This design comes from an exercise in tuning for small area on the open sky130 flow, not from production work.
The RTL was checked by simulation tests, not by an equivalence proof against the original design.
The clock port is modelled as an ideal driver; clocking choices that lean on that would not hold on a real chip.
Power and IR drop assume default switching activity.

[flow/run.sh]
#!/bin/bash
# Standard synthesis and layout (standard.sh), with two layout choices changed:
#  - port buffers are buf_1 cells (the resizer may still upsize them);
#  - clock tree synthesis uses clkbuf_8 cells and inserts no dummy loads.
set -euo pipefail
bash standard.sh synth > synth.log 2>&1
bash standard.sh finish \
  "BUFFER_PORTS_ARGS=-buffer_cell sky130_fd_sc_hd__buf_1" \
  "CTS_ARGS=-sink_clustering_enable -repair_clock_nets -dont_use_dummy_load -buf_list sky130_fd_sc_hd__clkbuf_8" \
  > layout.log 2>&1
[standard.sh]
#!/bin/bash
# synth_recipe.tcl (not shown) runs the flow's synth.tcl, then flattens the netlist and writes it again
# the make line also repeats each setting of config.mk as NAME=value (left out here)
make -C /OpenROAD-flow-scripts/flow DESIGN_CONFIG=/design/flow/config.mk WORK_HOME=/design/flow/orfs CLKGATE_MAP_FILE= SYNTH_SCRIPT=/design/flow/synth_recipe.tcl "${@:-finish}"
[config.mk]
export PLATFORM = sky130hd
export DESIGN_NAME = top
export DESIGN_NICKNAME = top
export VERILOG_FILES = /design/flow/design.v
export SDC_FILE = /design/flow/constraint.sdc
export NUM_CORES = 4
export LEC_CHECK = 0
export CAP_MARGIN = 0
export CORE_MARGIN = 2
export CORE_UTILIZATION = 40
export GPL_TIMING_DRIVEN = 0
export SLEW_MARGIN = 0
[constraint.sdc]
create_clock -name core_clock -period 5.0 [get_ports {clk}]
set_input_delay 1.0000 -clock core_clock [delete_from_list [all_inputs] [get_ports {clk}]]
set_output_delay 1.0000 -clock core_clock [all_outputs]
set_load 0.01 [all_outputs]
[design.v]
module Debounce(
	input b,
	input clk,
	output reg d,
	output ex);
	reg s1, s0;
	assign ex = s1 & ~s0 & ~b;
	always @(posedge clk) begin
		s0 <= b;
		s1 <= (s1 & s0) | (s1 & b) | (s0 & b);
		d <= ex;
	end
endmodule
module GoButton(
	input b,
	input clk,
	input rd,
	input [1:0] r,
	output pr,
	output [1:0] rs,
	output ex);
	reg s1, s0, p;
	assign ex = ~p & s1 & ~s0 & ~b;
	assign pr = p;
	assign rs = {s1, s0};
	wire pn = ex & rd;
	always @(posedge clk) begin
		p <= pn;
		s0 <= pn ? r[0] : b;
		s1 <= pn ? r[1] : (~p & ((s1 & s0) | (s1 & b) | (s0 & b)));
	end
endmodule
module progmem(	input  clk,
		input  go,
		input  rst,
		output reg [2:0] idx);
	reg nz, p;
	wire top7 = &idx;
	wire sel8 = p & top7;
	wire inc  = p & ~top7;
	always @(posedge clk) begin
		nz <= go ? ~sel8 : (~rst & nz);
		p  <= go ? ~sel8 : (~rst & sel8);
		idx[0] <= nz & (idx[0] ^ inc);
		idx[1] <= nz & (idx[1] ^ (inc & idx[0]));
		idx[2] <= nz & (idx[2] ^ (inc & idx[0] & idx[1]));
	end
endmodule
module top(	input [1:0]op,
		input [1:0]register,
		input [7:0]data,
		input clk,
		input go,
		input prog,
		input load,
		output reg [7:0]q);
	reg [7:0] R [0:3];
	wire      pend;
	wire [1:0] rs;
	wire [2:0] k;
	wire       ldpulse;
	wire       ex;
	wire       rd;
	wire [1:0] r;
	GoButton myButton (.b(go), .clk(clk), .rd(rd), .r(r), .pr(pend), .rs(rs), .ex(ex));
	Debounce loader (.b(load), .clk(clk), .d(ldpulse), .ex());
	progmem myProgram (.clk(clk), .go(ldpulse), .rst(prog), .idx(k));
	wire k0 = (k == 3'd0);
	wire k1 = (k == 3'd1);
	wire k5 = (k == 3'd5);
	wire kar = (k[2:1] == 2'b10);
	wire [1:0] m = data[5:4];
	wire nar = (op == 2'b11);
	assign rd = prog ? k[1] : (op == 2'b01);
	assign r = prog ? {1'b0, k[0] & (k[1] | k[2])} : register;
	wire [1:0] s = prog ? {1'b0, k1 | (k == 3'd4)} : data[7:6];
	wire imm_n = ~prog & (op == 2'b00);
	wire imm_p = prog & k0;
	wire useA = prog ? kar : (nar & ~m[1]);
	wire andm = ~prog & nar & (m == 2'b10);
	wire sub  = prog ? k5 : (nar & (m == 2'b01));
	wire inv  = prog ? k5 : (nar & m[0]);
	wire wr   = prog ? ~k[1] : ((op != 2'b01) & ~(nar && m == 2'b11 && register != 2'b00));
	wire [1:0] asel = pend ? rs : r;
	wire [7:0] a = R[asel];
	wire [7:0] b = R[s];
	wire [7:0] x = (data & {8{imm_n}}) | {7'd0, imm_p} | (a & ({8{useA}} | (b & {8{andm}})));
	wire [7:0] y = (b ^ {8{inv}}) & {8{~imm_n & ~imm_p & ~andm}};
	wire [8:0] c;
	assign c[0] = sub;
	assign c[4] = 1'b0;
	genvar i;
	generate for (i = 0; i < 8; i = i + 1) begin : fa
		if (i != 3)
			assign c[i+1] = (x[i] & y[i]) | (x[i] & c[i]) | (y[i] & c[i]);
	end endgenerate
	wire [7:0] sum = x ^ y ^ c[7:0];
	wire [3:0] u = sum[7:4];
	wire c4 = (x[3] & y[3]) | (x[3] & c[3]) | (y[3] & c[3]);
	wire [3:0] allone = {u[2] & u[1] & u[0], u[1] & u[0], u[0], 1'b1};
	wire [7:0] res = {u ^ (allone & {4{c4}}), sum[3:0]};
	wire we = ex & wr;
	always @(posedge clk) begin
		if (pend)
			q <= a;
		if (we)
			R[r] <= res;
	end
endmodule
==> flow_summary.json, run 1 <==
{
  "status": "no timing/DRC/antenna violations",
  "skew_ns": 0.0158,
  "die-width_um": 86.2,
  "place_area_um2": 2910,
  "drt-total-wl_mm": 5.56,
  "cts_tree": "yes",
  "clk-insertion-delay-late_ns": 0.31,
  "antenna_cells": 0,
  "grt_pass1_vias": 1579,
  "vdd_drop_max_v": 0.0000861,
  "synth_top_area_share_pct": 44.4,
  "cp_slowest_stage_delay_ns": 0.52,
  "crit_top_cell": "fa_2",
  "synth_enable_flop_cells": 40,
  "syn-num-nets": 221,
  "clk_path_buf_depth": 2,
  "hold_buffers": 0,
  "cts_sinks": 51,
  "layout_worst_path_cycle_share_pct": 96.3,
  "min_from": "loader.s0$_DFF_P_",
  "fin_total_pwr_uw": 814,
  "start_util_pct": 41.9,
  "grt_first_pass_wirelength_mm": 8.55,
  "final_util_pct": 47.5,
  "synth_area_leader_cell": "edfxtp_1",
  "yosys_warnings": 4,
  "syn_area_um2": 2710,
  "fin_crit_ns": 4.81,
  "crit_chain": "clkbuf_4 -> nand2b_4 -> o22a_1 -> buf_6 -> mux4_2 -> xor2_1 -> nand2_1 -> fa_2 -> fa_2 -> fa_2 -> fa_1 -> inv_1 -> and3_4 -> nand2_1 -> xor2_2 -> xnor2_2 -> xnor2_2",
  "maxCapViolations": 0,
  "post-place-ws_ns": -0.631,
  "crit_type": "in -> reg",
  "cp_max_fo": 8,
  "antenna_left": 0,
  "viasPerCell": 5.55,
  "clkTransAtPathRegs_ns": 0.08,
  "yosysUniqueCellTypes": 46,
  "drv_slew": 0,
  "yosys-top-cells-area": "edfxtp_1 44%, dfxtp_1 8.1%, mux4_1 7.8%",
  "die_height_um": 86.2,
  "antenna_found_initial": 0,
  "critPathLaunch": "prog",
  "place_congestion": 0.755,
  "num_rows": 29,
  "start_kind": "input pin",
  "cellLeakagePower_uw": 0.00112,
  "design_area_um2": 3070,
  "cpMaxStageDelayCell": "mux4_2",
  "worst_pin_slew_ns": 0.934,
  "synth.avg_cell_area_um2": 13.9,
  "layout-drive-gt1-share_pct": 18.2,
  "ys_ff_latch": 51,
  "portBuffers": 22,
  "hold_violations": 0,
  "max_slew_margin_pct": 37.4,
  "grt_max_degree": 15,
  "synthesis.instances": 195,
  "hpwlAfterDp_mm": 3.95,
  "firstDrtPassIters": 4,
  "ys_top_cells_by_count": "40 x edfxtp_1, 26 x nand2_1, 11 x dfxtp_1",
  "grtUsageTotal_pct": 15.7,
  "synth-main-ff-cell": "edfxtp_1",
  "routedWlPerCell_um": 18.4,
  "drc": 0,
  "cp-end-kind": "flip-flop",
  "layout_setup_ws_ns": 0.186,
  "finalSetupViolCount": 0,
  "syn_to_final_growth_pct": 13.4,
  "grt_overflow": 0,
  "dieArea_um2": 7440,
  "nNetsFinal": 253,
  "rr_startpoint": "myProgram.idx[0]$_DFF_P_",
  "async_reset_ff_share_pct": 0,
  "clockRootBuffer": "clkbuf_8",
  "rsz0062_at_grt": "false",
  "synth_seq_area_share_pct": 52.5,
  "ios": 24,
  "instances_no_fill": 302,
  "power_per_cell_area_nw_per_um2": 265,
  "vias": 1677,
  "hold_class": "reg -> reg",
  "max_freq_mhz": 208,
  "critical_path_required_ns": 5.11,
  "initialDrtViolationCount": 108,
  "dp_cells": 294,
  "h-tree-depth": 2,
  "yosysMostFrequentCell": "edfxtp_1",
  "numCtsBuffers": 5,
  "coreArea_um2": 6460,
  "cp.arrival_ns": 4.93
}
registers in the layout, indices dropped and copies added, names as in the netlist:
| name | flops |
|---|---|
| q | 8 |
| myButton.s0 | 1 |
| loader.s0 | 1 |
| myButton.p | 1 |
| myProgram.idx | 3 |
| loader.s1 | 1 |
| loader.d | 1 |
| myButton.s1 | 1 |
| myProgram.p | 1 |
| R | 32 |
| myProgram.nz | 1 |
critical path: cells and delay by family:
| kind | cells | cell delay [ns] |
|---|---|---|
| simple gates | 4 | 0.45 |
| xor+xnor | 4 | 0.74 |
| buf+inv | 3 | 0.38 |
| fa+ha+maj | 4 | 1.71 |
| compound gates | 1 | 0.14 |
| mux | 1 | 0.52 |
stage by stage:
step,setup TNS (ns),hold WS [ns]
2_1_floorplan,0,0.398
3_3_place_gp,-2.63,0.408
3_5_place_dp,-3.80,0.416
4_1_cts,0,0.428
5_1_grt,0,0.439
6_report,0,0.424
routing by layer:
metal,up-vias,share of wire [%],GRT usage (%)
met4,0,1.2,4.69
met2,42,48,25.7
met3,6,3.7,2.86
li1,801,-,-
met5,-,0,0
met1,828,47,21.6
cell type report:
cell class | count | area [um^2]
Multi-Input combinational cell | 129 | 1300
Clock buffer | 5 | 68.8
Tap cell | 77 | 96.3
Timing Repair Buffer | 25 | 105
Inverter | 9 | 33.8
Fill cell | 589 | 3390
Sequential cell | 51 | 1420
Buffer | 6 | 46.3
placed cells by master, fill, tap and decap left out, types with 2 or more instances in the layout:
| cell | instances |
|---|---|
| nor3_1 | 3 |
| xnor2_1 | 5 |
| dfxtp_1 | 11 |
| a21oi_1 | 2 |
| nor2b_1 | 3 |
| o22ai_1 | 2 |
| inv_1 | 9 |
| nand2_1 | 26 |
| fa_1 | 3 |
| clkbuf_8 | 5 |
| mux2_2 | 2 |
| a22o_1 | 4 |
| nand3_1 | 2 |
| buf_1 | 22 |
| clkbuf_4 | 2 |
| o21ai_0 | 2 |
| xnor2_2 | 2 |
| buf_6 | 2 |
| xor2_1 | 7 |
| edfxtp_1 | 40 |
| ha_1 | 4 |
| o21a_1 | 3 |
| o211ai_1 | 2 |
| mux4_2 | 8 |
| mux4_1 | 7 |
| nor3_2 | 5 |
| and2_1 | 3 |
| nor2_1 | 5 |
| buf_4 | 3 |
| fa_2 | 3 |
| a22oi_1 | 4 |
| nand2b_1 | 2 |
repair_timing:
action,4_1_cts,5_1_grt
buffers inserted,1,2
pin swaps,0,2
gates resized for setup,6,8
endpoints found under the setup margin,4,4
report_power, final:
group / total [uW] / leakage [uW] / switching (uW) / internal, uW
registers: 483 / 0.000455 / 5.96 / 478
logic: 119 / 0.000632 / 67.7 / 51.0
clock network: 212 / 0.0000359 / 122 / 90.4
total: 814 / 0.00112 / 195 / 619
cell families (layout without fill, tap and decap cells):
logic type	count (synthesis)	after routing	synth area share, %
AOI/OAI and AO/OA	26	26	6.94
buffers and inverters	15	45	2.73
DFF	51	51	52.5
adders and majority gates	11	11	6.66
and+or+nand+nor	58	58	10.7
muxes	19	19	15.3
xor gates and xnor gates	15	15	5.13
final timing paths:
path         depth (start not counted)  slack, ns           endpoint
min                                  1       0.42   loader.d$_DFF_P_
min reg2reg                          1       0.42   loader.d$_DFF_P_
max                                 17       0.19  R[2][7]$_DFFE_PP_
max reg2reg                         16       0.48  R[2][7]$_DFFE_PP_
==> run 2, diff against run 1 <==
--- a/config.mk
+++ b/config.mk
@@ -6,7 +6,7 @@
 export NUM_CORES = 4
 export LEC_CHECK = 0
-export CAP_MARGIN = 0
+export CAP_MARGIN = 20
 export CORE_MARGIN = 2
 export CORE_UTILIZATION = 40
 export GPL_TIMING_DRIVEN = 0
-export SLEW_MARGIN = 0
+export SLEW_MARGIN = 20
==> flow_summary.json, run 2 <==
{
  "hold_path_depth": 1,
  "fin_total_pwr_uw": 812,
  "cp_max_fo": 8,
  "yosys-top-cells-area": "edfxtp_1 44%, dfxtp_1 8.1%, mux4_1 7.8%",
  "clockRootBuffer": "clkbuf_8",
  "grtUsageTotal_pct": 16.3,
  "clk-insertion-delay-late_ns": 0.31,
  "antenna_cells": 0,
  "fin_crit_ns": 4.76,
  "synth_top_family_by_area": "multiplexers",
  "synth.avg_cell_area_um2": 13.9,
  "cp.arrival_ns": 4.86,
  "start_util_pct": 41.9,
  "power_per_cell_area_nw_per_um2": 262,
  "routedWlPerCell_um": 18.5,
  "yosys_warnings": 4,
  "synth_xor_area_share_pct": 5.13,
  "cts_tree": "yes",
  "final_cell_mix": "40 x edfxtp_1, 26 x nand2_1, 22 x buf_1",
  "synth_compound_area_share_pct": 6.94,
  "portBuffers": 22,
  "antenna_found_initial": 0,
  "yosysMostFrequentCell": "edfxtp_1",
  "synth_area_leader_cell": "edfxtp_1",
  "die-width_um": 86.2,
  "place_congestion": 0.755,
  "num_rows": 29,
  "yosysUniqueCellTypes": 46,
  "clkTransAtPathRegs_ns": 0.08,
  "synthMuxAreaShare_pct": 15.3,
  "grt_overflow": 0,
  "min_from": "loader.s0$_DFF_P_",
  "yosys.area_share.simple_pct": 10.7,
  "rr_worst_depth": 16,
  "ys_top_cells_by_count": "40 x edfxtp_1, 26 x nand2_1, 11 x dfxtp_1",
  "hold_class": "reg -> reg",
  "max_slew_margin_pct": 48.2,
  "cp-end-kind": "flip-flop",
  "top_regs": "R (32), q (8), myProgram.idx (3)",
  "firstDrtPassIters": 4,
  "final_util_pct": 47.9,
  "synthAdderAreaFrac_pct": 6.66,
  "cellLeakagePower_uw": 0.00115,
  "synth_enable_flop_cells": 40,
  "max_freq_mhz": 210,
  "critical_path_required_ns": 5.10,
  "critPathLaunch": "prog",
  "start_kind": "input pin",
  "die_height_um": 86.2,
  "setup_tns_ns": 0,
  "initialDrtViolationCount": 116,
  "hold_violations": 0,
  "final_common_cell": "edfxtp_1",
  "finalSetupViolCount": 0,
  "cts_sinks": 51,
  "numCtsBuffers": 5,
  "clk_path_buf_depth": 2,
  "layout_worst_path_cycle_share_pct": 95.2,
  "viasPerCell": 5.54,
  "drt-total-wl_mm": 5.66,
  "rsz0062_at_grt": "false",
  "skew_ns": 0.0224,
  "syn-num-nets": 221,
  "worstReg2RegEnd": "R[2][7]$_DFFE_PP_",
  "async_reset_ff_share_pct": 0,
  "largest_register_ffs": 32,
  "coreArea_um2": 6460,
  "grt_max_degree": 16,
  "worst_pin_slew_ns": 0.777,
  "synth_seq_area_share_pct": 52.5,
  "drc": 0,
  "layout-drive-gt1-share_pct": 19.7,
  "holdPathEnd": "loader.d$_DFF_P_",
  "ys_ff_latch": 51,
  "syn_area_um2": 2710,
  "regToRegSetupSlack_ns": 0.53,
  "largest-register": "R",
  "dieArea_um2": 7440,
  "crit_type": "in -> reg",
  "h-tree-depth": 2,
  "grt_pass1_vias": 1630,
  "synthesis.instances": 195,
  "syn_to_final_growth_pct": 14.3,
  "grt_first_pass_wirelength_mm": 8.81,
  "synth_top_area_share_pct": 44.4,
  "hpwlAfterDp_mm": 4.24,
  "synth-main-ff-cell": "edfxtp_1",
  "antenna_left": 0,
  "rr_startpoint": "myProgram.idx[0]$_DFF_P_",
  "holdWs_ns": 0.423,
  "drv_slew": 0,
  "ios": 24,
  "maxCapViolations": 0,
  "vdd_drop_max_v": 0.0000784,
  "status": "no timing/DRC/antenna violations",
  "vias": 1694,
  "nNetsFinal": 257
}
[run 2: power by group]
group	switching (uW)	total, uW	leakage (uW)	internal, uW
Sequential	5.93	483	0.000455	477
Clock	119	209	0.0000359	90.4
Combinational	67.9	119	0.000655	51.5
Total	193	812	0.00115	619
[run 2: per-stage QoR]
step / worst slack [ns] / instance area [um^2] / cells
2_1_floorplan: 0.0449 / 2710 / 195
3_3_place_gp: -0.511 / 2890 / 294
3_5_place_dp: -0.636 / 2940 / 298
4_1_cts: 0.0533 / 3050 / 304
5_1_grt: 0.0603 / 3090 / 306
6_report: 0.241 / 3090 / 306
[run 2: cell families after synthesis]
kind of cell             Yosys count
buffers and inverters             15
AND/OR/NAND/NOR                   58
multiplexers                      19
adder cells (fa/ha/maj)           11
flip-flops                        51
XOR/XNOR                          15
AO/OA/AOI/OAI                     26
[run 2: worst max-delay path: stages]
cell and delay [ns]:
clkbuf_4 0.18, nand2b_4 0.09, o22a_1 0.14, buf_6 0.10
mux4_2 0.51, xor2_1 0.15, nand2_1 0.10, fa_2 0.43
fa_2 0.41, fa_2 0.39, fa_2 0.40, inv_1 0.08
and3_1 0.18, nand2_1 0.09, xor2_2 0.17, xnor2_2 0.15
xnor2_2 0.28
[run 2: metal layers]
metal  wire length (um)  vias to the layer above  global-route usage (%)
met5                  0                        -                       0
li1                   -                      806                       -
met4                 91                        0                    5.11
met3                221                        7                    3.24
met2               2760                       41                    26.2
met1               2590                      840                    22.4
[run 2: how the worst max path moves through the flow]
stage,cells after the start,end,slack [ns]
global route,17,R[2][7]$_DFFE_PP_,0.06
CTS,17,R[2][7]$_DFFE_PP_,0.05
global placement,14,R[0][7]$_DFFE_PP_,-0.51
finish,17,R[2][7]$_DFFE_PP_,0.24
floorplan,17,R[0][7]$_DFFE_PP_,0.04
detailed placement,16,R[1][7]$_DFFE_PP_,-0.64
[run 2: what timing repair did]
item	CTS	global route
setup buffers	1	2
gates resized for setup	7	6
gates cloned	0	0
pin swaps	0	3
hold buffers	0	0
endpoints found under the setup margin	4	4
[run 2: final cells by class]
type	instances	area, um^2
plain buffers	6	43.8
clock buffers	5	68.8
fillers	579	3370
inverters	9	33.8
multi-input cells	129	1290
flip-flops and latches	51	1420
well taps	77	96.3
repair buffers	29	135
==> run 3, diff against run 2 <==
==> flow/run.sh (replaced) <==
#!/bin/bash
# Standard synthesis and layout (standard.sh), with these layout choices changed:
#  - synthesis buffers are removed before global placement (pre_gpl.tcl);
#  - port buffers are buf_1 cells (the resizer may still upsize them);
#  - clock tree synthesis uses clkbuf_8 cells and inserts no dummy loads;
#  - after clock tree synthesis, cells are sized down where slack allows
#    (post_cts.tcl).
set -euo pipefail
F="$(pwd)/flow"
bash standard.sh synth > synth.log 2>&1
bash standard.sh finish \
  "PRE_GLOBAL_PLACE_TCL=$F/pre_gpl.tcl" \
  "POST_CTS_TCL=$F/post_cts.tcl" \
  "BUFFER_PORTS_ARGS=-buffer_cell sky130_fd_sc_hd__buf_1" \
  "CTS_ARGS=-sink_clustering_enable -repair_clock_nets -dont_use_dummy_load -buf_list sky130_fd_sc_hd__clkbuf_8" \
  > layout.log 2>&1
==> flow/post_cts.tcl (new file) <==
# After clock tree synthesis and its timing repair: size cells down where the
# setup slack allows, keeping 50 ps of margin, then legalize again.
repair_timing -recover_power 100 -setup_margin 0.05 -verbose
detailed_placement
check_placement -verbose
==> flow/pre_gpl.tcl (new file) <==
# Before global placement: drop the buffers synthesis inserted. Port buffers
# are added right after this by the standard global_place.tcl (buffer_ports),
# and repair_design re-buffers any net that needs it.
remove_buffers
--- a/config.mk
+++ b/config.mk
@@ -6,7 +6,7 @@
 export NUM_CORES = 4
 export LEC_CHECK = 0
-export CAP_MARGIN = 20
+export CAP_MARGIN = 0
 export CORE_MARGIN = 2
 export CORE_UTILIZATION = 40
 export GPL_TIMING_DRIVEN = 0
-export SLEW_MARGIN = 20
+export SLEW_MARGIN = 0
==> flow_summary.json, run 3 <==
{
  "multi_input_area_um2": 1290,
  "final_common_cell": "edfxtp_1",
  "max_freq_mhz": 209,
  "dieArea_um2": 7440,
  "clkTransAtPathRegs_ns": 0.09,
  "pwr-share-seq_pct": 59.3,
  "rsz0062_at_grt": "false",
  "critical_path_required_ns": 5.03,
  "skew_ns": 0.0201,
  "setup_tns_ns": 0,
  "syn-num-nets": 221,
  "cellLeakagePower_uw": 0.00112,
  "ios": 24,
  "num_rows": 29,
  "maxCapViolations": 0,
  "synth_seq_area_share_pct": 52.5,
  "syn_area_um2": 2710,
  "cp.arrival_ns": 4.80,
  "cp-end-kind": "flip-flop",
  "p_sw_share_pct": 24.2,
  "final_cell_mix": "40 x edfxtp_1, 26 x nand2_1, 22 x buf_1",
  "combPwrFrac_pct": 14.5,
  "viasPerCell": 5.65,
  "initialDrtViolationCount": 139,
  "top_regs": "R (32), q (8), myProgram.idx (3)",
  "synthesis.instances": 195,
  "cp_slowest_stage_delay_ns": 0.53,
  "antenna_cells": 0,
  "layout-drive-gt1-share_pct": 17.1,
  "fin_crit_ns": 4.78,
  "cts_sinks": 51,
  "grt_max_degree": 18,
  "yosysUniqueCellTypes": 46,
  "power_per_cell_area_nw_per_um2": 268,
  "crit_type": "in -> reg",
  "clk-insertion-delay-late_ns": 0.31,
  "layout_worst_path_cycle_share_pct": 95.5,
  "firstDrtPassIters": 4,
  "synth_top_area_share_pct": 44.4,
  "final-seq-area_um2": 1420,
  "die_height_um": 86.2,
  "ys_ff_latch": 51,
  "synth.avg_cell_area_um2": 13.9,
  "post-place-ws_ns": -0.931,
  "yosys-top-cells-area": "edfxtp_1 44%, dfxtp_1 8.1%, mux4_1 7.8%",
  "layout_setup_ws_ns": 0.225,
  "fillCellCount": 564,
  "drv_slew": 0,
  "worst_pin_slew_ns": 0.919,
  "async_reset_ff_share_pct": 0,
  "cpMaxStageDelayCell": "mux4_2",
  "grt_first_pass_wirelength_mm": 9.01,
  "vias": 1690,
  "drt-total-wl_mm": 5.73,
  "portBuffers": 23,
  "drc": 0,
  "p_int_uw": 619,
  "hold_violations": 0,
  "nNetsFinal": 250,
  "start_util_pct": 41.9,
  "hold_class": "reg -> reg",
  "antenna_found_initial": 0,
  "status": "no timing/DRC/antenna violations",
  "max_slew_margin_pct": 38.4,
  "cp_max_fo": 17,
  "largest_register_ffs": 32,
  "crit_chain": "buf_6 -> nand2b_1 -> o22a_4 -> mux4_2 -> xor2_1 -> nand2_1 -> fa_2 -> fa_1 -> fa_2 -> fa_1 -> inv_1 -> and3_1 -> nand2_1 -> xor2_2 -> xnor2_2 -> xnor2_2",
  "final_util_pct": 47.1,
  "start_kind": "input pin",
  "synth-main-ff-cell": "edfxtp_1",
  "die-width_um": 86.2,
  "grt_overflow": 0,
  "hpwlAfterDp_mm": 3.94,
  "ys_top_cells_by_count": "40 x edfxtp_1, 26 x nand2_1, 11 x dfxtp_1",
  "grt_pass1_vias": 1613,
  "p_sw_uw": 198,
  "place_area_um2": 2880,
  "coreArea_um2": 6460,
  "grtUsageTotal_pct": 16.4,
  "antenna_left": 0,
  "syn_to_final_growth_pct": 12.4,
  "yosysMostFrequentCell": "edfxtp_1",
  "synth_enable_flop_cells": 40,
  "cts_tree": "yes",
  "vdd_drop_max_v": 0.000121,
  "routedWlPerCell_um": 19.2,
  "largest-register": "R",
  "yosys_warnings": 4,
  "finalSetupViolCount": 0,
  "clockPowerShare_pct": 26.2,
  "synth_area_leader_cell": "edfxtp_1",
  "place_congestion": 0.810,
  "design_area_um2": 3040
}
run 3: cell count changes in the layout (fill, tap and decap cells not counted), moves of 2 or more:
cell / before / now
fa_2: 4 / 2
buf_4: 7 / 4
buf_2: 2 / 0
fa_1: 2 / 4
run 3: critical path, delay by kind of cell:
| family | cells | cell delay [ns] |
|---|---|---|
| compound gates | 1 | 0.17 |
| xor+xnor | 4 | 0.65 |
| fa+ha+maj | 4 | 1.71 |
| simple gates | 4 | 0.49 |
| buf+inv | 2 | 0.23 |
| mux | 1 | 0.53 |
run 3: worst paths after layout:
check	startpoint	slack, ns	to	depth (start not counted)
setup reg to reg	myProgram.idx[2]$_DFF_P_	0.46	R[0][7]$_DFFE_PP_	15
hold reg to reg	loader.s0$_DFF_P_	0.43	loader.d$_DFF_P_	1
setup / recovery	prog	0.22	R[0][7]$_DFFE_PP_	16
hold / removal	loader.s0$_DFF_P_	0.43	loader.d$_DFF_P_	1
run 3: power by group through the flow:
stage | clock [uW] | combinational (uW) | sequential [uW]
6_report | 214 | 118 | 484
3_5_place_dp | 0 | 108 | 494
3_3_place_gp | 0 | 105 | 493
5_1_grt | 233 | 130 | 486
2_1_floorplan | 0 | 79.1 | 492
run 3: final cells by class:
cell class | instances | share of cell area, %
clock buffer | 5 | 2.26
inverter | 9 | 1.11
multi-input combinational | 129 | 42.5
sequential | 51 | 46.7
tap | 77 | 3.17
timing repair buffer | 28 | 4.24
run 3: logic make-up (layout without fill, tap and decap cells):
| logic type | count (synthesis) | in the layout | synth area share [%] |
|---|---|---|---|
| multiplexers | 19 | 19 | 15.3 |
| adder cells (fa/ha/maj) | 11 | 11 | 6.66 |
| AND/OR/NAND/NOR | 58 | 58 | 10.7 |
| AO/OA/AOI/OAI | 26 | 26 | 6.94 |
| buffers and inverters | 15 | 42 | 2.73 |
| flip-flops | 51 | 51 | 52.5 |
| XOR/XNOR | 15 | 15 | 5.13 |
run 3: per-stage QoR:
step / instances / hold WS (ns) / total power [uW]
final: 299 / 0.428 / 816
after global placement: 289 / 0.408 / 599
after detailed placement: 289 / 0.411 / 601
after floorplan: 195 / 0.398 / 571
after global routing: 299 / 0.463 / 848
run 3: routing by layer:
metal	track usage [%]	up-vias	share of wire, %
met3	3.43	11	4.6
met2	24.5	39	46
met4	6.39	0	2.4
met1	23.6	849	47
met5	0	-	0
li1	-	791	-
==> run 4, diff against run 3 <==
--- a/flow/run.sh
+++ b/flow/run.sh
@@ -5,5 +5,5 @@
 #  - clock tree synthesis uses clkbuf_8 cells and inserts no dummy loads;
 #  - after clock tree synthesis, cells are sized down where slack allows
-#    (post_cts.tcl).
+#    (post_cts.tcl), and again after global routing (RECOVER_POWER).
 set -euo pipefail
 F="$(pwd)/flow"
@@ -12,4 +12,5 @@
   "PRE_GLOBAL_PLACE_TCL=$F/pre_gpl.tcl" \
   "POST_CTS_TCL=$F/post_cts.tcl" \
+  "RECOVER_POWER=100" \
   "BUFFER_PORTS_ARGS=-buffer_cell sky130_fd_sc_hd__buf_1" \
   "CTS_ARGS=-sink_clustering_enable -repair_clock_nets -dont_use_dummy_load -buf_list sky130_fd_sc_hd__clkbuf_8" \
==> flow_summary.json, run 4 <==
{
  "status": "finished with violations",
  "violations": "capacitance limit, slew limit",
  "fin_crit_ns": 4.78,
  "antenna_found_initial": 0,
  "syn_to_final_growth_pct": 11.2,
  "critical_path_required_ns": 5.03,
  "syn-num-nets": 221,
  "synthesis.instances": 195,
  "cp_max_fo": 17,
  "max_freq_mhz": 209,
  "final_util_pct": 46.6,
  "layout_setup_ws_ns": 0.218,
  "firstDrtPassIters": 4,
  "hpwlAfterDp_mm": 3.94,
  "grt_pass1_vias": 1613,
  "grt_max_degree": 18,
  "layout_worst_path_cycle_share_pct": 95.6,
  "dr_wl_met2_mm": 2.68,
  "cts_tree": "yes",
  "viasPerCell": 5.69,
  "ios": 24,
  "yosysUniqueCellTypes": 46,
  "final_cell_mix": "40 x edfxtp_1, 26 x nand2_1, 22 x buf_1",
  "fin_total_pwr_uw": 813,
  "dieArea_um2": 7440,
  "crit_end": "R[0][7]$_DFFE_PP_",
  "grt_first_pass_wirelength_mm": 9.01,
  "wl_met3_um": 377,
  "fillCellCount": 573,
  "clkTransAtPathRegs_ns": 0.09,
  "portBuffers": 23,
  "maxCapViolations": 3,
  "place_congestion": 0.810,
  "async_reset_ff_share_pct": 0,
  "top_regs": "R (32), q (8), myProgram.idx (3)",
  "largest_register_ffs": 32,
  "worstReg2RegEnd": "R[0][7]$_DFFE_PP_",
  "yosys_warnings": 4,
  "start_kind": "input pin",
  "drt-total-wl_mm": 5.70,
  "rsz0062_at_grt": "false",
  "synth_seq_area_share_pct": 52.5,
  "hold_violations": 0,
  "finalSetupViolCount": 0,
  "die-width_um": 86.2,
  "grt_overflow": 0,
  "final_common_cell": "edfxtp_1",
  "power_per_cell_area_nw_per_um2": 270,
  "crit_type": "in -> reg",
  "coreArea_um2": 6460,
  "regToRegSetupSlack_ns": 0.46,
  "skew_ns": 0.0197,
  "post-place-ws_ns": -0.931,
  "met1Wirelength_mm": 2.52,
  "rr_startpoint": "myProgram.idx[2]$_DFF_P_",
  "route.top_layer_used": "met4",
  "vias": 1700,
  "antenna_left": 0,
  "num_rows": 29,
  "cp.arrival_ns": 4.81,
  "vdd_drop_max_v": 0.000120,
  "ys_ff_latch": 51,
  "multi_input_area_um2": 1260,
  "critPathLaunch": "prog",
  "layout-drive-gt1-share_pct": 14.0,
  "die_height_um": 86.2,
  "synth_area_leader_cell": "edfxtp_1",
  "max_slew_margin_pct": -5.41,
  "synth-main-ff-cell": "edfxtp_1",
  "largest-register": "R",
  "final-seq-area_um2": 1420,
  "cellLeakagePower_uw": 0.00110,
  "synth_top_area_share_pct": 44.4,
  "clk-insertion-delay-late_ns": 0.31,
  "drv_slew": 27,
  "ys_top_cells_by_count": "40 x edfxtp_1, 26 x nand2_1, 11 x dfxtp_1",
  "start_util_pct": 41.9,
  "routedWlPerCell_um": 19.1,
  "antenna_cells": 0,
  "cp-end-kind": "flip-flop",
  "initialDrtViolationCount": 140,
  "synth_enable_flop_cells": 40,
  "yosysMostFrequentCell": "edfxtp_1",
  "grtUsageTotal_pct": 16.4,
  "yosys-top-cells-area": "edfxtp_1 44%, dfxtp_1 8.1%, mux4_1 7.8%",
  "syn_area_um2": 2710,
  "synth.avg_cell_area_um2": 13.9,
  "hold_class": "reg -> reg",
  "cts_sinks": 51,
  "nNetsFinal": 250,
  "rr_worst_depth": 15,
  "drc": 0,
  "worst_pin_slew_ns": 1.57
}
## run 4: through the flow
| stage | cells | TNS, ns | instance area [um^2] | hold slack (ns) |
|---|---|---|---|---|
| 2_1_floorplan | 195 | 0 | 2710 | 0.398 |
| 3_3_place_gp | 289 | -8.28 | 2860 | 0.408 |
| 3_5_place_dp | 289 | -10.08 | 2880 | 0.411 |
| 5_1_grt | 299 | 0 | 3010 | 0.463 |
| 6_report | 299 | 0 | 3010 | 0.428 |
## run 4: layout make-up
class,count,share of cell area (%)
sequential,51,47.2
multi-input combinational,129,42.0
timing repair buffer,28,4.12
tap,77,3.20
clock buffer,5,2.29
inverter,9,1.12
## run 4: per-layer routing
| metal | up-vias | GRT usage (%) |
|---|---|---|
| met2 | 53 | 24.5 |
| met1 | 843 | 23.6 |
| li1 | 795 | - |
| met5 | - | 0 |
| met3 | 9 | 3.43 |
| met4 | 0 | 6.39 |
## run 4: cells by family after synthesis
family / after synthesis / synth area share [%]
buffers and inverters: 15 / 2.73
and+or+nand+nor: 58 / 10.7
DFF: 51 / 52.5
muxes: 19 / 15.3
AOI/OAI and AO/OA: 26 / 6.94
xor gates and xnor gates: 15 / 5.13
adders and majority gates: 11 / 6.66
## run 4: critical path, stage by stage
cell and delay, ns:
buf_6 0.14, nand2b_1 0.13, o22a_4 0.17, mux4_2 0.54
xor2_1 0.16, nand2_1 0.09, fa_2 0.40, fa_1 0.47
fa_2 0.42, fa_1 0.42, inv_1 0.09, and3_1 0.18
nand2_1 0.07, xor2_1 0.23, xnor2_2 0.11, xnor2_2 0.18
## run 4: power breakdown
part           internal, uW  switching, uW
registers               478           6.55
clock network          90.5            122
logic                  49.8           66.2
total                   618            195
## run 4: worst min path at each step
stage	to	startpoint	cells after the start	slack, ns
5_1_grt	loader.d$_DFF_P_	loader.s0$_DFF_P_	1	0.46
2_1_floorplan	loader.d$_DFF_P_	loader.s0$_DFF_P_	1	0.40
3_3_place_gp	loader.d$_DFF_P_	loader.s0$_DFF_P_	1	0.41
6_report	loader.d$_DFF_P_	loader.s0$_DFF_P_	1	0.43
3_5_place_dp	loader.d$_DFF_P_	loader.s0$_DFF_P_	1	0.41
==> run 5, diff against run 4 <==
--- a/flow/run.sh
+++ b/flow/run.sh
@@ -5,5 +5,5 @@
 #  - clock tree synthesis uses clkbuf_8 cells and inserts no dummy loads;
 #  - after clock tree synthesis, cells are sized down where slack allows
-#    (post_cts.tcl), and again after global routing (RECOVER_POWER).
+#    (post_cts.tcl), and again after global routing (post_grt.tcl).
 set -euo pipefail
 F="$(pwd)/flow"
@@ -12,5 +12,5 @@
   "PRE_GLOBAL_PLACE_TCL=$F/pre_gpl.tcl" \
   "POST_CTS_TCL=$F/post_cts.tcl" \
-  "RECOVER_POWER=100" \
+  "POST_GLOBAL_ROUTE_TCL=$F/post_grt.tcl" \
   "BUFFER_PORTS_ARGS=-buffer_cell sky130_fd_sc_hd__buf_1" \
   "CTS_ARGS=-sink_clustering_enable -repair_clock_nets -dont_use_dummy_load -buf_list sky130_fd_sc_hd__clkbuf_8" \
==> flow/area_recover.tcl (new file) <==
# Greedy area recovery: swap each combinational cell for a smaller drive
# strength of the same cell (same function, same pins) while the setup slack
# stays at least the margin (ns) and no slew or capacitance limit is broken.
proc area_recover { margin {mode -placement} } {
  set block [ord::get_db_block]
  set db [ord::get_db]
  set dont_use {*lpflow* *probe* *clkbuf* *clkinv* *clkdly* *dlygate* *df* *dl* *sdf* *edf* *tap* *fill* *decap* *conb*}
  # masters by base name (the name without its drive strength suffix)
  foreach lib [$db getLibs] {
    foreach m [$lib getMasters] {
      set n [$m getName]
      if { ![regexp {^(.*)_([0-9]+)$} $n -> base drive] } { continue }
      set skip 0
      foreach p $dont_use { if { [string match $p $n] } { set skip 1 } }
      if { $skip } { continue }
      lappend group($base) $m
    }
  }
  set limit [expr $margin * 1e-9]
  set saved 0.0
  set changed 1
  while { $changed } {
    set changed 0
    foreach inst [$block getInsts] {
      set m [$inst getMaster]
      set n [$m getName]
      if { ![regexp {^(.*)_([0-9]+)$} $n -> base drive] } { continue }
      if { ![info exists group($base)] } { continue }
      if { [lsearch -exact $group($base) $m] < 0 } { continue }
      set a0 [expr [$m getWidth] * [$m getHeight]]
      set cands {}
      foreach em $group($base) {
        set a [expr [$em getWidth] * [$em getHeight]]
        if { $a < $a0 } { lappend cands [list $a [$em getName]] }
      }
      set iname [$inst getName]
      foreach c [lsort -real -index 0 $cands] {
        replace_cell [get_cells $iname] [get_lib_cells */[lindex $c 1]]
        estimate_parasitics $mode
        if { [sta::worst_slack_cmd max] >= $limit
             && [sta::max_slew_violation_count] == 0
             && [sta::max_capacitance_violation_count] == 0 } {
          set saved [expr $saved + $a0 - [lindex $c 0]]
          set changed 1
          break
        }
        replace_cell [get_cells $iname] [get_lib_cells */$n]
      }
    }
  }
  estimate_parasitics $mode
  puts "area_recover: [expr $saved / 1e6] um2 less"
}
==> flow/post_grt.tcl (new file) <==
# After global routing: swap cells for smaller drive strengths while the
# setup slack stays at least 60 ps, then legalize and reroute what moved.
source [file join [file dirname [info script]] area_recover.tcl]
global_route -start_incremental
area_recover 0.06 -global_routing
detailed_placement
check_placement -verbose
global_route -end_incremental
estimate_parasitics -global_routing
report_worst_slack -max
write_guides $::env(RESULTS_DIR)/route.guide
==> flow_summary.json, run 5 <==
{
  "routedWlPerCell_um": 19.2,
  "critical_path_required_ns": 5.03,
  "hold_class": "reg -> reg",
  "portBuffers": 23,
  "ys_ff_latch": 51,
  "p_sw_share_pct": 24.2,
  "final_cell_mix": "40 x edfxtp_1, 26 x nand2_1, 22 x buf_1",
  "cts_tree": "yes",
  "design_area_um2": 3040,
  "rr_worst_depth": 15,
  "clk-insertion-delay-late_ns": 0.31,
  "die_height_um": 86.2,
  "crit_type": "in -> reg",
  "maxCapViolations": 0,
  "initialDrtViolationCount": 139,
  "layout-drive-gt1-share_pct": 17.1,
  "top_regs": "R (32), q (8), myProgram.idx (3)",
  "yosysUniqueCellTypes": 46,
  "synth_enable_flop_cells": 40,
  "synth.avg_cell_area_um2": 13.9,
  "pwr-share-seq_pct": 59.3,
  "grt_overflow": 0,
  "dp_cells": 289,
  "rr_startpoint": "myProgram.idx[2]$_DFF_P_",
  "hold_violations": 0,
  "cellLeakagePower_uw": 0.00112,
  "synth_top_area_share_pct": 44.4,
  "final_common_cell": "edfxtp_1",
  "grt_max_degree": 18,
  "yosys_warnings": 4,
  "crit_chain": "buf_6 -> nand2b_1 -> o22a_4 -> mux4_2 -> xor2_1 -> nand2_1 -> fa_2 -> fa_1 -> fa_2 -> fa_1 -> inv_1 -> and3_1 -> nand2_1 -> xor2_2 -> xnor2_2 -> xnor2_2",
  "nNetsFinal": 250,
  "cp_slowest_stage_delay_ns": 0.53,
  "syn_to_final_growth_pct": 12.4,
  "drc": 0,
  "antenna_cells": 0,
  "cp.arrival_ns": 4.80,
  "setup_tns_ns": 0,
  "p_sw_uw": 198,
  "worst_pin_slew_ns": 0.919,
  "grt_pass1_vias": 1613,
  "synth_area_leader_cell": "edfxtp_1",
  "grtUsageTotal_pct": 16.4,
  "num_rows": 29,
  "holdPathEnd": "loader.d$_DFF_P_",
  "cpMaxStageDelayCell": "mux4_2",
  "largest_register_ffs": 32,
  "status": "no timing/DRC/antenna violations",
  "start_kind": "input pin",
  "clockPowerShare_pct": 26.2,
  "die-width_um": 86.2,
  "dieArea_um2": 7440,
  "coreArea_um2": 6460,
  "vdd_drop_max_v": 0.000121,
  "grt_first_pass_wirelength_mm": 9.01,
  "regToRegSetupSlack_ns": 0.46,
  "combPwrFrac_pct": 14.5,
  "cp-end-kind": "flip-flop",
  "finalSetupViolCount": 0,
  "place_congestion": 0.810,
  "crit_buf_inv": 2,
  "synth_seq_area_share_pct": 52.5,
  "synth-main-ff-cell": "edfxtp_1",
  "cp_max_fo": 17,
  "max_freq_mhz": 209,
  "hpwlAfterDp_mm": 3.94,
  "hold_path_depth": 1,
  "worstReg2RegEnd": "R[0][7]$_DFFE_PP_",
  "skew_ns": 0.0201,
  "yosysMostFrequentCell": "edfxtp_1",
  "largest-register": "R",
  "start_util_pct": 41.9,
  "yosys-top-cells-area": "edfxtp_1 44%, dfxtp_1 8.1%, mux4_1 7.8%",
  "antenna_left": 0,
  "async_reset_ff_share_pct": 0,
  "p_int_uw": 619,
  "clkTransAtPathRegs_ns": 0.09,
  "syn-num-nets": 221,
  "cts_sinks": 51,
  "synthesis.instances": 195,
  "ys_top_cells_by_count": "40 x edfxtp_1, 26 x nand2_1, 11 x dfxtp_1",
  "fin_crit_ns": 4.78,
  "firstDrtPassIters": 4,
  "min_from": "loader.s0$_DFF_P_",
  "layout_worst_path_cycle_share_pct": 95.5,
  "instances_no_fill": 299,
  "syn_area_um2": 2710,
  "max_slew_margin_pct": 38.4,
  "drt-total-wl_mm": 5.73,
  "viasPerCell": 5.65,
  "cp_top_family": "adder cells",
  "ios": 24,
  "drv_slew": 0,
  "place_area_um2": 2880,
  "vias": 1690,
  "power_per_cell_area_nw_per_um2": 268,
  "antenna_found_initial": 0
}
==> run 5: final cells by class <==
class | instances | area, um^2
multi-input cells | 129 | 1290
fillers | 564 | 3420
well taps | 77 | 96.3
clock buffers | 5 | 68.8
repair buffers | 28 | 129
flip-flops and latches | 51 | 1420
inverters | 9 | 33.8
==> run 5: worst reg2reg max path: cells and delay by family (launching register included) <==
kind | cells | cell delay [ns]
compound gates | 1 | 0.21
xor+xnor | 5 | 0.86
buf+inv | 1 | 0.09
flops | 1 | 0.51
fa+ha+maj | 4 | 1.71
simple gates | 3 | 0.36
mux | 1 | 0.53
==> run 5: cell families (layout without fill, tap and decap cells) <==
| kind of cell | Yosys count | in the layout | share of synthesized area, % |
|---|---|---|---|
| multiplexers | 19 | 19 | 15.3 |
| XOR/XNOR | 15 | 15 | 5.13 |
| AO/OA/AOI/OAI | 26 | 26 | 6.94 |
| AND/OR/NAND/NOR | 58 | 58 | 10.7 |
| flip-flops | 51 | 51 | 52.5 |
| buffers and inverters | 15 | 42 | 2.73 |
| adder cells (fa/ha/maj) | 11 | 11 | 6.66 |
==> run 5: per-stage QoR <==
stage / setup WS (ns) / total power, uW / hold slack [ns] / utilization, %
after global placement: -0.848 / 599 / 0.408 / 44.2
after detailed placement: -0.931 / 601 / 0.411 / 44.5
final: 0.225 / 816 / 0.428 / 47.1
after floorplan: 0.0449 / 571 / 0.398 / -
==> run 5: how the worst max path moves through the flow <==
stage	startpoint	endpoint	slack [ns]	cells past startpoint
finish	prog	R[0][7]$_DFFE_PP_	0.22	16
detailed placement	prog	R[0][7]$_DFFE_PP_	-0.93	15
global placement	prog	R[2][7]$_DFFE_PP_	-0.85	15
floorplan	prog	R[0][7]$_DFFE_PP_	0.04	17
==> run 5: layer usage <==
metal / vias to the layer above / track usage, % / part of all wire, %
li1: 791 / - / -
met1: 849 / 23.6 / 47
met2: 39 / 24.5 / 46
met3: 11 / 3.43 / 4.6
met4: 0 / 6.39 / 2.4
met5: - / 0 / 0
==> run 5: power by group through the flow <==
stage	clock network (uW)	registers (uW)	logic (uW)
after floorplan	0	492	79.1
after global placement	0	493	105
after detailed placement	0	494	108
final	214	484	118
==> run 6, diff against run 5 <==
--- a/flow/area_recover.tcl
+++ b/flow/area_recover.tcl
@@ -17,5 +17,8 @@
     }
   }
-  set limit [expr $margin * 1e-9]
+  # a swap may not bring the worst setup slack below the margin, or below
+  # what it already is when it is lower
+  estimate_parasitics $mode
+  set limit [expr min($margin * 1e-9, [sta::worst_slack_cmd max])]
   set saved 0.0
   set changed 1
--- a/config.mk
+++ b/config.mk
@@ -8,5 +8,5 @@
 export CAP_MARGIN = 0
 export CORE_MARGIN = 2
-export CORE_UTILIZATION = 40
+export CORE_UTILIZATION = 55
 export GPL_TIMING_DRIVEN = 0
 export SLEW_MARGIN = 0
==> flow_summary.json, run 6 <==
{
  "drv_slew": 0,
  "cp_max_fo": 18,
  "skew_ns": 0.0127,
  "critical_path_required_ns": 5.02,
  "drt-total-wl_mm": 5.89,
  "viasPerCell": 5.99,
  "cp_top_family": "adder cells",
  "async_reset_ff_share_pct": 0,
  "synth_area_leader_cell": "edfxtp_1",
  "fillCellCount": 381,
  "yosys_warnings": 4,
  "firstDrtPassIters": 5,
  "power_per_cell_area_nw_per_um2": 271,
  "design_area_um2": 2980,
  "vias": 1726,
  "die_height_um": 74.1,
  "cp-end-kind": "flip-flop",
  "fin_crit_ns": 4.84,
  "grt_max_degree": 18,
  "dieArea_um2": 5500,
  "worst_pin_slew_ns": 1.01,
  "regToRegSetupSlack_ns": 0.42,
  "top_regs": "R (32), q (8), myProgram.idx (3)",
  "critPathLaunch": "prog",
  "cts_sinks": 51,
  "final_cell_mix": "40 x edfxtp_1, 26 x nand2_1, 24 x buf_1",
  "finalSetupViolCount": 0,
  "final_util_pct": 63.1,
  "place_area_um2": 2860,
  "cts_tree": "yes",
  "cellLeakagePower_uw": 0.00107,
  "hold_violations": 0,
  "crit_end": "R[3][7]$_DFFE_PP_",
  "crit_type": "in -> reg",
  "grt_pass1_vias": 1777,
  "place_congestion": 0.869,
  "yosysMostFrequentCell": "edfxtp_1",
  "ios": 24,
  "crit_buf_inv": 2,
  "yosysUniqueCellTypes": 46,
  "yosys-top-cells-area": "edfxtp_1 44%, dfxtp_1 8.1%, mux4_1 7.8%",
  "synth_top_area_share_pct": 44.4,
  "crit_chain": "buf_6 -> nand2b_1 -> o22a_4 -> mux4_2 -> xor2_1 -> nand2_1 -> fa_2 -> fa_1 -> fa_2 -> fa_1 -> inv_1 -> and3_1 -> nand2_1 -> xor2_2 -> xnor2_2 -> xnor2_2",
  "largest-register": "R",
  "antenna_found_initial": 0,
  "drc": 0,
  "synthesis.instances": 195,
  "rr_startpoint": "myProgram.idx[2]$_DFF_P_",
  "synth_enable_flop_cells": 40,
  "layout_worst_path_cycle_share_pct": 96.8,
  "grt_overflow": 0,
  "initialDrtViolationCount": 135,
  "nNetsFinal": 249,
  "die-width_um": 74.1,
  "clkTransAtPathRegs_ns": 0.08,
  "synth-main-ff-cell": "edfxtp_1",
  "coreArea_um2": 4720,
  "status": "no timing/DRC/antenna violations",
  "synth.avg_cell_area_um2": 13.9,
  "portBuffers": 23,
  "start_kind": "input pin",
  "grtUsageTotal_pct": 23.9,
  "max_slew_margin_pct": 31.4,
  "crit_cells": 16,
  "num_rows": 25,
  "syn_area_um2": 2710,
  "cp.arrival_ns": 4.86,
  "ys_ff_latch": 51,
  "synth_seq_area_share_pct": 52.5,
  "clk-insertion-delay-late_ns": 0.29,
  "maxCapViolations": 0,
  "vdd_drop_max_v": 0.000171,
  "hpwlAfterDp_mm": 4.05,
  "cp_slowest_stage_delay_ns": 0.52,
  "routedWlPerCell_um": 20.5,
  "hold_path_depth": 1,
  "ys_top_cells_by_count": "40 x edfxtp_1, 26 x nand2_1, 11 x dfxtp_1",
  "max_freq_mhz": 207,
  "largest_register_ffs": 32,
  "syn-num-nets": 221,
  "start_util_pct": 57.3,
  "cpMaxStageDelayCell": "mux4_2",
  "final_common_cell": "edfxtp_1",
  "hold_class": "reg -> reg",
  "grt_first_pass_wirelength_mm": 9.14,
  "fin_total_pwr_uw": 807,
  "antenna_left": 0,
  "worstReg2RegEnd": "R[3][7]$_DFFE_PP_",
  "layout-drive-gt1-share_pct": 17.2,
  "rr_worst_depth": 15,
  "antenna_cells": 0,
  "syn_to_final_growth_pct": 10.1
}
## run 6: cell counts after synthesis
No cell type changed its count.
## run 6: worst register-to-register path, stage by stage, from the launching register on
cell and delay, ns:
dfxtp_1 0.51, xnor2_1 0.21, o22a_4 0.21, mux4_2 0.52
xor2_1 0.15, nand2_1 0.10, fa_2 0.44, fa_1 0.47
fa_2 0.42, fa_1 0.42, inv_1 0.09, and3_1 0.20
nand2_1 0.09, xor2_2 0.16, xnor2_2 0.15, xnor2_2 0.17
## run 6: routing by layer
| metal | up-vias | GRT usage [%] | part of all wire, % |
|---|---|---|---|
| met2 | 62 | 42.2 | 53 |
| met4 | 0 | 7.07 | 1.2 |
| met3 | 7 | 4.74 | 7.5 |
| li1 | 786 | - | - |
| met5 | - | 0 | 0 |
| met1 | 871 | 30.0 | 38 |
## run 6: report_power, final
part | internal (uW) | switching [uW] | leakage (uW)
Combinational | 49.1 | 68.6 | 0.000582
Clock | 90.4 | 115 | 0.0000359
Sequential | 478 | 6.71 | 0.000455
## run 6: cell type report
class / count / area (um^2) / share of cell area (%)
clock buffers: 5 / 68.8 / 2.31
inverters: 9 / 33.8 / 1.13
multi-input cells: 130 / 1260 / 42.5
flip-flops and latches: 51 / 1420 / 47.7
well taps: 67 / 83.8 / 2.81
repair buffers: 26 / 106 / 3.57
## run 6: per-stage QoR
step	std cells	TNS [ns]	setup WS (ns)	hold slack, ns
after detailed placement	279	-11.72	-1.01	0.439
after global placement	279	-8.47	-0.828	0.410
final	288	0	0.158	0.450
after floorplan	195	0	0.0449	0.398
## run 6: how the worst min path moves through the flow
stage | start | endpoint | slack (ns)
3_5_place_dp | loader.s0$_DFF_P_ | loader.d$_DFF_P_ | 0.44
2_1_floorplan | loader.s0$_DFF_P_ | loader.d$_DFF_P_ | 0.40
6_report | loader.s0$_DFF_P_ | loader.d$_DFF_P_ | 0.45
3_3_place_gp | loader.s0$_DFF_P_ | loader.d$_DFF_P_ | 0.41
## run 6: logic make-up after synthesis
| family | count (synthesis) | synth area share (%) |
|---|---|---|
| AOI/OAI and AO/OA | 26 | 6.94 |
| adders and majority gates | 11 | 6.66 |
| xor gates and xnor gates | 15 | 5.13 |
| muxes | 19 | 15.3 |
| buffers and inverters | 15 | 2.73 |
| and+or+nand+nor | 58 | 10.7 |
| DFF | 51 | 52.5 |
==> run 7, diff against run 6 <==
--- a/config.mk
+++ b/config.mk
@@ -8,5 +8,5 @@
 export CAP_MARGIN = 0
 export CORE_MARGIN = 2
-export CORE_UTILIZATION = 55
+export CORE_UTILIZATION = 40
 export GPL_TIMING_DRIVEN = 0
 export SLEW_MARGIN = 0
==> flow_summary.json, run 7 <==
{
  "p_int_uw": 617,
  "initialDrtViolationCount": 166,
  "ys_top_cells_by_count": "40 x edfxtp_1, 26 x nand2_1, 11 x dfxtp_1",
  "ys_ff_latch": 51,
  "vias": 1676,
  "ios": 24,
  "combPwrFrac_pct": 14.2,
  "start_util_pct": 41.9,
  "clk-insertion-delay-late_ns": 0.31,
  "grt_overflow": 0,
  "cp.arrival_ns": 4.79,
  "grt_pass1_vias": 1613,
  "place_area_um2": 2880,
  "synth_seq_area_share_pct": 52.5,
  "synth_top_area_share_pct": 44.4,
  "cp_max_fo": 17,
  "crit_buf_inv": 2,
  "synthesis.instances": 195,
  "yosys_warnings": 4,
  "grtUsageMet3_pct": 3.43,
  "vdd_drop_max_v": 0.000121,
  "fin_total_pwr_uw": 812,
  "routedWlPerCell_um": 19.1,
  "cts_tree": "yes",
  "holdWs_ns": 0.429,
  "fillCellCount": 580,
  "use_met1_pct": 23.6,
  "layout_worst_path_cycle_share_pct": 95.4,
  "crit_chain": "buf_6 -> nand2b_1 -> o22a_4 -> mux4_2 -> xor2_1 -> nand2_1 -> fa_2 -> fa_1 -> fa_2 -> fa_1 -> inv_1 -> and3_1 -> nand2_1 -> xor2_1 -> xnor2_2 -> xnor2_2",
  "drt-total-wl_mm": 5.71,
  "yosys-top-cells-area": "edfxtp_1 44%, dfxtp_1 8.1%, mux4_1 7.8%",
  "largest_register_ffs": 32,
  "power_per_cell_area_nw_per_um2": 274,
  "synth.avg_cell_area_um2": 13.9,
  "syn_area_um2": 2710,
  "syn-num-nets": 221,
  "top_regs": "R (32), q (8), myProgram.idx (3)",
  "antenna_found_initial": 0,
  "status": "no timing/DRC/antenna violations",
  "p_sw_share_pct": 24.0,
  "drc": 0,
  "cp_slowest_stage_delay_ns": 0.53,
  "grt_max_degree": 18,
  "worst_pin_slew_ns": 0.944,
  "place_congestion": 0.810,
  "finalSetupViolCount": 0,
  "antenna_left": 0,
  "regToRegSetupSlack_ns": 0.47,
  "final_common_cell": "edfxtp_1",
  "critical_path_required_ns": 5.03,
  "largest-register": "R",
  "dieArea_um2": 7440,
  "syn_to_final_growth_pct": 9.67,
  "hold_class": "reg -> reg",
  "hold_path_depth": 1,
  "synth_enable_flop_cells": 40,
  "cts_sinks": 51,
  "yosysUniqueCellTypes": 46,
  "synth_area_leader_cell": "edfxtp_1",
  "pwr-share-seq_pct": 59.6,
  "start_kind": "input pin",
  "rr_worst_depth": 15,
  "hpwlAfterDp_mm": 3.94,
  "coreArea_um2": 6460,
  "skew_ns": 0.0205,
  "grt_busiest_layer": "met2",
  "cellLeakagePower_uw": 0.00107,
  "design_area_um2": 2970,
  "num_rows": 29,
  "hold_violations": 0,
  "cp-end-kind": "flip-flop",
  "max_slew_margin_pct": 36.7,
  "cp_top_family": "adder cells",
  "crit_cells": 16,
  "die_height_um": 86.2,
  "grtUsageTotal_pct": 16.4,
  "synth-main-ff-cell": "edfxtp_1",
  "clkTransAtPathRegs_ns": 0.09,
  "drv_slew": 0,
  "grt_first_pass_wirelength_mm": 9.01,
  "viasPerCell": 5.61,
  "antenna_cells": 0,
  "cpMaxStageDelayCell": "mux4_2",
  "grtUsageMet2_pct": 24.5,
  "die-width_um": 86.2,
  "firstDrtPassIters": 4,
  "max_freq_mhz": 210,
  "p_sw_uw": 195,
  "nNetsFinal": 250,
  "portBuffers": 23,
  "final_cell_mix": "40 x edfxtp_1, 27 x nand2_1, 25 x buf_1",
  "layout-drive-gt1-share_pct": 16.7,
  "yosysMostFrequentCell": "edfxtp_1",
  "maxCapViolations": 0,
  "crit_type": "in -> reg",
  "fin_crit_ns": 4.77,
  "async_reset_ff_share_pct": 0,
  "clockPowerShare_pct": 26.1
}
run 7: cell counts after synthesis:
No cell type changed its count.
run 7: kinds of logic after synthesis:
logic type	share of synthesized area (%)
xor+xnor	5.13
compound gates	6.94
buf+inv	2.73
fa+ha+maj	6.66
simple gates	10.7
mux	15.3
flops	52.5
run 7: layout make-up:
class                      count  area (um^2)  area share, %
timing repair buffer          28          115           3.88
clock buffer                   5         68.8           2.32
multi-input combinational    129         1230           41.5
tap                           77         96.3           3.25
inverter                       9         33.8           1.14
sequential                    51         1420           47.9
run 7: stage by stage:
step	setup slack, ns	cells	util (%)	setup TNS (ns)
floorplan	0.0449	195	-	0
global placement	-0.848	289	44.2	-8.28
detailed placement	-0.931	289	44.5	-10.08
finish	0.232	299	45.9	0
run 7: path summary, 6_finish.rpt:
| kind | startpoint | endpoint |
|---|---|---|
| worst max-delay path | prog | R[0][7]$_DFFE_PP_ |
| worst min-delay path | loader.s0$_DFF_P_ | loader.d$_DFF_P_ |
| worst max register to register | myProgram.idx[2]$_DFF_P_ | R[0][7]$_DFFE_PP_ |
| worst min register to register | loader.s0$_DFF_P_ | loader.d$_DFF_P_ |
run 7: routing by layer:
layer	up-vias	wire (um)
met3	4	461
li1	787	-
met2	52	2710
met5	-	0
met4	0	44
met1	833	2490
run 7: worst register-to-register path, delay by kind of cell (launching register included):
family	cells	cell delay, ns
adder cells (fa/ha/maj)	4	1.70
AND/OR/NAND/NOR	3	0.35
XOR/XNOR	5	0.87
AO/OA/AOI/OAI	1	0.21
flip-flops	1	0.50
buffers and inverters	1	0.09
multiplexers	1	0.53
run 7: power groups by stage:
stage               clock, uW  combinational, uW  sequential, uW
floorplan                   0               79.1             492
global placement            0                105             493
detailed placement          0                108             494
finish                    212                116             484
==> run 8, diff against run 7 <==
==> flow/post_grt.tcl (replaced) <==
# After global routing: swap cells for smaller drive strengths while the
# setup slack stays at least 0 ps (the final slack comes out higher), then legalize and reroute what moved.
source [file join [file dirname [info script]] area_recover.tcl]
global_route -start_incremental
area_recover 0.0 -global_routing
detailed_placement
check_placement -verbose
global_route -end_incremental
estimate_parasitics -global_routing
report_worst_slack -max
write_guides $::env(RESULTS_DIR)/route.guide
==> flow_summary.json, run 8 <==
{
  "layout_worst_path_cycle_share_pct": 96.2,
  "hold_violations": 0,
  "worst_pin_slew_ns": 0.908,
  "crit_type": "in -> reg",
  "clkTransAtPathRegs_ns": 0.09,
  "final_util_pct": 45.7,
  "cts_tree": "yes",
  "ys_ff_latch": 51,
  "synth_compound_area_share_pct": 6.94,
  "finalSetupViolCount": 0,
  "grt_first_pass_wirelength_mm": 9.01,
  "start_util_pct": 41.9,
  "synth_area_leader_cell": "edfxtp_1",
  "grt_pass1_vias": 1613,
  "drv_slew": 0,
  "async_reset_ff_share_pct": 0,
  "dp_cells": 289,
  "top_regs": "R (32), q (8), myProgram.idx (3)",
  "coreArea_um2": 6460,
  "place_congestion": 0.810,
  "synth_seq_area_share_pct": 52.5,
  "syn_to_final_growth_pct": 9.11,
  "routedWlPerCell_um": 19.2,
  "clk-insertion-delay-late_ns": 0.31,
  "antenna_cells": 0,
  "holdPathEnd": "loader.d$_DFF_P_",
  "crit_chain": "buf_6 -> nand2b_1 -> o22a_2 -> mux4_2 -> xor2_1 -> nand2_1 -> fa_2 -> fa_1 -> fa_2 -> fa_1 -> inv_1 -> and3_1 -> nand2_1 -> xor2_1 -> xnor2_1 -> xnor2_2",
  "drc": 0,
  "status": "no timing/DRC/antenna violations",
  "portBuffers": 23,
  "yosysMostFrequentCell": "edfxtp_1",
  "cp_slowest_stage_delay_ns": 0.54,
  "cellLeakagePower_uw": 0.00106,
  "syn-num-nets": 221,
  "yosysUniqueCellTypes": 46,
  "cpMaxStageDelayCell": "mux4_2",
  "max_freq_mhz": 208,
  "worstReg2RegEnd": "R[0][7]$_DFFE_PP_",
  "initialDrtViolationCount": 154,
  "yosys.area_share.simple_pct": 10.7,
  "synth_xor_area_share_pct": 5.13,
  "synthAdderAreaFrac_pct": 6.66,
  "min_from": "loader.s0$_DFF_P_",
  "ios": 24,
  "antenna_left": 0,
  "synth_top_area_share_pct": 44.4,
  "vias": 1685,
  "layout-drive-gt1-share_pct": 16.2,
  "holdWs_ns": 0.428,
  "syn_area_um2": 2710,
  "power_per_cell_area_nw_per_um2": 275,
  "instances_no_fill": 299,
  "max_slew_margin_pct": 39.2,
  "synth-main-ff-cell": "edfxtp_1",
  "num_rows": 29,
  "largest_register_ffs": 32,
  "grt_max_degree": 18,
  "vdd_drop_max_v": 0.000121,
  "synth.avg_cell_area_um2": 13.9,
  "place_area_um2": 2880,
  "synthesis.instances": 195,
  "die-width_um": 86.2,
  "critical_path_required_ns": 5.03,
  "nNetsFinal": 250,
  "fin_crit_ns": 4.81,
  "rr_startpoint": "myProgram.idx[2]$_DFF_P_",
  "rr_worst_depth": 15,
  "grt_overflow": 0,
  "hpwlAfterDp_mm": 3.94,
  "regToRegSetupSlack_ns": 0.42,
  "cp-end-kind": "flip-flop",
  "yosys-top-cells-area": "edfxtp_1 44%, dfxtp_1 8.1%, mux4_1 7.8%",
  "antenna_found_initial": 0,
  "dieArea_um2": 7440,
  "final_cell_mix": "40 x edfxtp_1, 27 x nand2_1, 25 x buf_1",
  "synthMuxAreaShare_pct": 15.3,
  "yosys_warnings": 4,
  "cp_max_fo": 17,
  "drt-total-wl_mm": 5.73,
  "skew_ns": 0.0197,
  "die_height_um": 86.2,
  "fillCellCount": 582,
  "grtUsageTotal_pct": 16.4,
  "design_area_um2": 2950,
  "synth_enable_flop_cells": 40,
  "fin_total_pwr_uw": 813,
  "start_kind": "input pin",
  "firstDrtPassIters": 6,
  "ys_top_cells_by_count": "40 x edfxtp_1, 26 x nand2_1, 11 x dfxtp_1",
  "largest-register": "R",
  "maxCapViolations": 0,
  "hold_class": "reg -> reg",
  "final_common_cell": "edfxtp_1",
  "cp.arrival_ns": 4.84,
  "synth_top_family_by_area": "multiplexers",
  "viasPerCell": 5.64,
  "hold_path_depth": 1,
  "cts_sinks": 51
}
## run 8: cell counts after synthesis
Identical to the previous run, type by type.
## run 8: cell families after synthesis
family                     after synthesis
AOI/OAI and AO/OA                       26
xor gates and xnor gates                15
adders and majority gates               11
buffers and inverters                   15
DFF                                     51
muxes                                   19
and+or+nand+nor                         58
## run 8: metal layers
metal	routed length [um]	track usage, %	share of wire (%)	up-vias
li1	-	-	-	786
met1	2700	23.6	47	848
met2	2660	24.5	46	41
met3	243	3.43	4.2	10
met4	125	6.39	2.2	0
met5	0	0	0	-
## run 8: worst max-delay path, delay by kind of cell
kind	cells	cell delay [ns]
buffers and inverters	2	0.23
adders and majority gates	4	1.70
and+or+nand+nor	4	0.47
xor gates and xnor gates	4	0.71
AOI/OAI and AO/OA	1	0.19
muxes	1	0.54
## run 8: area by class of cell
| class | count | area, um^2 | share of cell area (%) |
|---|---|---|---|
| Timing Repair Buffer | 28 | 115 | 3.90 |
| Inverter | 9 | 33.8 | 1.14 |
| Multi-Input combinational cell | 129 | 1220 | 41.2 |
| Sequential cell | 51 | 1420 | 48.2 |
| Tap cell | 77 | 96.3 | 3.26 |
| Clock buffer | 5 | 68.8 | 2.33 |
## run 8: worst max-delay path by stage
| stage | slack, ns | from | depth (start not counted) | endpoint |
|---|---|---|---|---|
| floorplan | 0.04 | prog | 17 | R[0][7]$_DFFE_PP_ |
| global placement | -0.85 | prog | 15 | R[2][7]$_DFFE_PP_ |
| detailed placement | -0.93 | prog | 15 | R[0][7]$_DFFE_PP_ |
| finish | 0.19 | prog | 16 | R[0][7]$_DFFE_PP_ |
## run 8: per-stage QoR
stage	worst slack [ns]	setup TNS, ns
3_5_place_dp	-0.931	-10.08
3_3_place_gp	-0.848	-8.28
2_1_floorplan	0.0449	0
6_report	0.189	0
## run 8: report_power, final
group,switching (uW),leakage [uW],total [uW],internal (uW)
Sequential,6.41,0.000455,484,478
Combinational,66.9,0.000571,114,47.4
Clock,124,0.0000359,214,90.5
Total,197,0.00106,813,615

port drivers added, routing unchanged:
No port has a modelled driver above. Below, the same layouts with a new extraction and two added sets of constraints. Step 1 sets driving cells, clkbuf_16 on the clock port and buf_2 on the other inputs (assumed; they add their load-dependent delay and slew). Step 2 also shifts input and output timing later by t, the mid clock arrival at the registers, as if the neighbouring blocks saw the same clock. a / b / c = ideal ports / drivers / drivers and shift; a / b = the first two.
run | shift t [ns] | setup slack, ns | worst setup path after step 2
run 1 | 0.329 | 0.186 / 0.183 / -0.146 | input to register
run 2 | 0.326 | 0.241 / 0.246 / -0.079 | input to register
run 3 | 0.327 | 0.225 / 0.222 / -0.105 | input to register
run 4 | 0.324 | 0.218 / 0.214 / -0.110 | input to register
run 5 | 0.327 | 0.225 / 0.222 / -0.105 | input to register
run 6 | 0.314 | 0.158 / 0.153 / -0.160 | input to register
run 7 | 0.324 | 0.232 / 0.227 / -0.096 | input to register
run 8 | 0.326 | 0.189 / 0.184 / -0.142 | input to register
For run 1, which loses most, drivers alone change the setup slack by -0.003 ns; drivers and shift together by -0.332 ns.
